What follows belongs to an exercise in optimizing a design on an open flow for small area, a short achievable clock period and few clock cycles; a production flow would make more cautious choices. At most, simulation tests tie the RTL to the original design; equivalence was not proved. Power is estimated from default activity; no workload was simulated.

==> module Data_selector, before the edit <==
module Data_selector(
	input clk,
	input rst,
	input data_collect_finish,
	input [7:0] data_in,
	output reg [7:0] data_out,
	output reg [13:0] read_select,
	output reg [13:0] write_out_se,
	output reg data_process_finish,
	output reg wr_enable
    );
	localparam integer H   = 9;                     
	localparam integer K   = H - 2;                 
	localparam integer R0L = 100 - H;               
	localparam [13:0] DN  = 100;                    
	localparam [13:0] DC  = 1 - 100 * (H - 1);      
	localparam [13:0] DB  = -199;                   
	localparam [13:0] DF  = -100 * (H - 1);         
	localparam [13:0] ALAST = (R0L - K + H - 1) * 100 + 99;
	localparam [13:0] A1  = -201;                   
	localparam [13:0] A2  = 100 * (H - 1) - 102;    
	localparam [13:0] A3  = 98;                     
	localparam [13:0] A5  = 100 * (H - 1) - 101;    
	localparam [13:0] A6  = -100 * K - 101;         
	localparam [13:0] A9  = -200;                   
	localparam [13:0] A10 = 9899;                   
	localparam [13:0] A11 = 100 * (H - 2) - 1;      
	localparam [13:0] A12 = 100 * (H - 2);          
	localparam [6:0] C98 = 7'd46;                   
	localparam [3:0] J7  = 4'd10;                   
	localparam [1:0] S_NONE = 2'd0, S_BLUR = 2'd1, S_COLC = 2'd2, S_ROWC = 2'd3;
	reg running;
	reg p1, p2;                  
	reg [3:0] j;                 
	reg [6:0] c;                 
	reg jl, j2, j1;              
	reg c0, c1, c99, cf;         
	reg bf, bl;                  
	reg [7:0] D [1:2*H-1];       
	reg [9:0] hp;                
	reg [9:0] h1, h2;            
	reg [11:0] q;                
	reg [1:0] src, src1;         
	reg [13:0] aoff, aoff1;      
	wire go = running | (data_collect_finish & ~data_process_finish & ~p1 & ~p2);
	wire [9:0] h0 = hp + {2'b0, data_in};
	wire [11:0] sum = q + {2'b0, h1};
	always @(*) begin
		src = S_NONE;
		aoff = A1;
		if (j2) begin
			if (c0) begin
				if (!bf) begin
					src = S_COLC;
					aoff = jl ? A3 : A6;
				end
			end
			else if (cf) begin
				src = S_COLC;
				aoff = jl ? A10 : A9;
			end
			else begin
				src = c1 ? S_COLC : S_BLUR;
				if (!jl) aoff = A1;
				else if (!c99) aoff = A2;
				else if (bl) aoff = A5;
				else aoff = A3;
			end
		end
		else if (j1) begin
			if (bf && !cf) begin src = S_ROWC; aoff = A9; end
		end
		else begin
			if (cf) begin src = S_ROWC; aoff = A12; end
			else if (bl && !c0) begin src = S_ROWC; aoff = A11; end
		end
	end
	wire [13:0] dsw = !c99 ? DC : bl ? DF : DB;
	wire [13:0] a_next = read_select + (jl ? dsw : DN);
	always @(posedge clk or posedge rst) begin
		if (rst) begin
			running <= 1'b0;
			p1 <= 1'b0;
			p2 <= 1'b0;
			j <= 4'd1;
			c <= 7'd1;
			jl <= 1'b0;
			j2 <= 1'b0;
			j1 <= 1'b0;
			c0 <= 1'b1;
			c1 <= 1'b0;
			c99 <= 1'b0;
			cf <= 1'b0;
			bf <= 1'b1;
			bl <= 1'b0;
			read_select <= 0;
			src1 <= S_NONE;
			wr_enable <= 1'b0;
			data_process_finish <= 1'b0;
		end
		else begin
			p2 <= p1;
			p1 <= 1'b0;
			src1 <= S_NONE;
			if (go) begin
				src1 <= src;
				running <= 1'b1;
				read_select <= (jl && cf) ? 14'd0 : a_next;
				if (!jl) begin
					j <= {j[2:0], j[3] ^ j[2]};
					jl <= (j == J7);
					j2 <= (j != 4'd1);
					j1 <= (j == 4'd1);
				end
				else begin
					j <= 4'd1;
					jl <= 1'b0;
					j2 <= 1'b0;
					j1 <= 1'b0;
					if (cf) begin
						c <= 7'd1;
						c0 <= 1'b1;
						cf <= 1'b0;
						bf <= 1'b1;
						bl <= 1'b0;
						running <= 1'b0;
						p1 <= 1'b1;
					end
					else if (c99) begin
						c99 <= 1'b0;
						if (bl) cf <= 1'b1;
						else begin
							c <= 7'd1;
							c0 <= 1'b1;
							bf <= 1'b0;
							bl <= (read_select == ALAST);
						end
					end
					else begin
						c <= {c[5:0], c[6] ^ c[5]};
						c0 <= 1'b0;
						c1 <= c0;
						c99 <= (c == C98);
					end
				end
			end
			else begin
				read_select <= 0;
				j <= 4'd1;
				c <= 7'd1;
				jl <= 1'b0;
				j2 <= 1'b0;
				j1 <= 1'b0;
				c0 <= 1'b1;
				c1 <= 1'b0;
				c99 <= 1'b0;
				cf <= 1'b0;
				bf <= 1'b1;
				bl <= 1'b0;
			end
			wr_enable <= (src1 != S_NONE);
			if (p2) data_process_finish <= 1'b1;
			else if (!data_collect_finish) data_process_finish <= 1'b0;
		end
	end
	integer k;
	always @(posedge clk) begin
		aoff1 <= aoff;
		D[1] <= data_in;
		for (k = 2; k <= 2 * H - 1; k = k + 1) D[k] <= D[k-1];
		hp <= {2'b0, D[2*H-1]} + {1'b0, D[H-1], 1'b0};
		h1 <= h0;
		h2 <= h1;
		q <= {2'b0, h2} + {1'b0, h1, 1'b0};
		write_out_se <= read_select + aoff1;
		case (src1)
			S_BLUR: data_out <= sum[11:4];
			S_COLC: data_out <= D[H+2];
			default: data_out <= D[2];
		endcase
	end
endmodule
==> flow/config.mk <==
export PLATFORM = sky130hd
export DESIGN_NAME = Data_selector
export DESIGN_NICKNAME = Data_selector
export VERILOG_FILES = /design/flow/design.v
export SDC_FILE = /design/flow/constraint.sdc
export NUM_CORES = 4
export LEC_CHECK = 0
export ABC_AREA = 1
export CAP_MARGIN = 20
export CORE_MARGIN = 2
export CORE_UTILIZATION = 55
export SETUP_SLACK_MARGIN = 3.2
export SLEW_MARGIN = 20
==> flow/constraint.sdc <==
create_clock -name core_clock -period 5.5 [get_ports {clk}]
set_input_delay 1.1000 -clock core_clock [delete_from_list [all_inputs] [get_ports {clk}]]
set_output_delay 1.1000 -clock core_clock [all_outputs]
set_load 0.01 [all_outputs]
standard.sh (not shown) runs the stock make flow with config.mk's settings and CLKGATE_MAP_FILE= SYNTH_SCRIPT=/design/flow/synth_recipe.tcl, a recipe that flattens the netlist after the stock synthesis.
==> flow/flow/run.sh <==
#!/bin/bash
# Standard ORFS layout (the standard.sh), with two changes:
#  - port buffers are the smallest buffer (buf_1) instead of clkdlybuf4s50_1;
#  - clock tree built from clkbuf_8 in clusters of up to 16 sinks, without dummy loads.
set -euo pipefail
bash standard.sh \
  "BUFFER_PORTS_ARGS=-buffer_cell sky130_fd_sc_hd__buf_1" \
  "CTS_ARGS=-sink_clustering_enable -repair_clock_nets -dont_use_dummy_load -buf_list sky130_fd_sc_hd__clkbuf_8 -sink_clustering_size 16 -sink_clustering_max_diameter 50" \
  finish > standard_flow.log 2>&1
Testbench counts at the start, summed over its fixed seeds: cycles 302,736.
Then changed:
--- a/flow/design.v
+++ b/flow/design.v
@@ -142,26 +142,12 @@
 						c0 <= 1'b0;
 						c1 <= c0;
 						c99 <= (c == C98);
 					end
 				end
 			end
-			else begin
-				read_select <= 0;
-				j <= 4'd1;
-				c <= 7'd1;
-				jl <= 1'b0;
-				j2 <= 1'b0;
-				j1 <= 1'b0;
-				c0 <= 1'b1;
-				c1 <= 1'b0;
-				c99 <= 1'b0;
-				cf <= 1'b0;
-				bf <= 1'b1;
-				bl <= 1'b0;
-			end
 			wr_enable <= (src1 != S_NONE);
 			if (p2) data_process_finish <= 1'b1;
 			else if (!data_collect_finish) data_process_finish <= 1'b0;
 		end
 	end
 	integer k;
=> First-iteration DRC count came out lower by 25%. Combinational power rose by 7.9%. Total power increases by 3.9%. Routed wire length came out higher by 6.0%. Flip-flop and latch count does not change. Setup slack improved by 0.0088 ns. Area after synthesis increases by 1.6%. Synthesized cell count rose by 2.4%. Core utilization shrinks by 0.34 points. Die area is higher by 1.6%. Non-clock buffer count came out higher by 8. Global-route usage rises by 1.5 points.
No functional check of the RTL was part of the second run of this note.

-- separate check: timing with driven ports --
How much do the figures lean on ideal ports? The routed layouts below were timed once more, with nothing changed but the port constraints. Step 1: set_driving_cell puts a clkbuf_16 on clk and a buf_2 on each other input, an assumption about the parent block. Step 2 adds t to the input delays and takes it off the output delays; t is the mean of the earliest and latest rising clock arrival at the registers after step 1. Input paths then give back, and output paths get back, about the clock's delay inside the block. Slacks: no drivers / after step 1 / after step 2; pairs: no drivers / after step 1.
run	t, ns	setup slack, ns	hold WS [ns]	worst setup path after step 2	slew at the worst register clock pin (ns)
the first run	0.554	3.252 / 3.215 / 2.916	0.288 / 0.288 / 0.288	input to register	0.09 / 0.09
the second run	0.555	3.261 / 3.220 / 2.840	0.258 / 0.258 / 0.258	input to register	0.09 / 0.09
After both steps setup and hold are still met in every run listed. The setup slack of the second run, which loses most, moves by -0.041 ns with the drivers and by -0.421 ns with both steps.
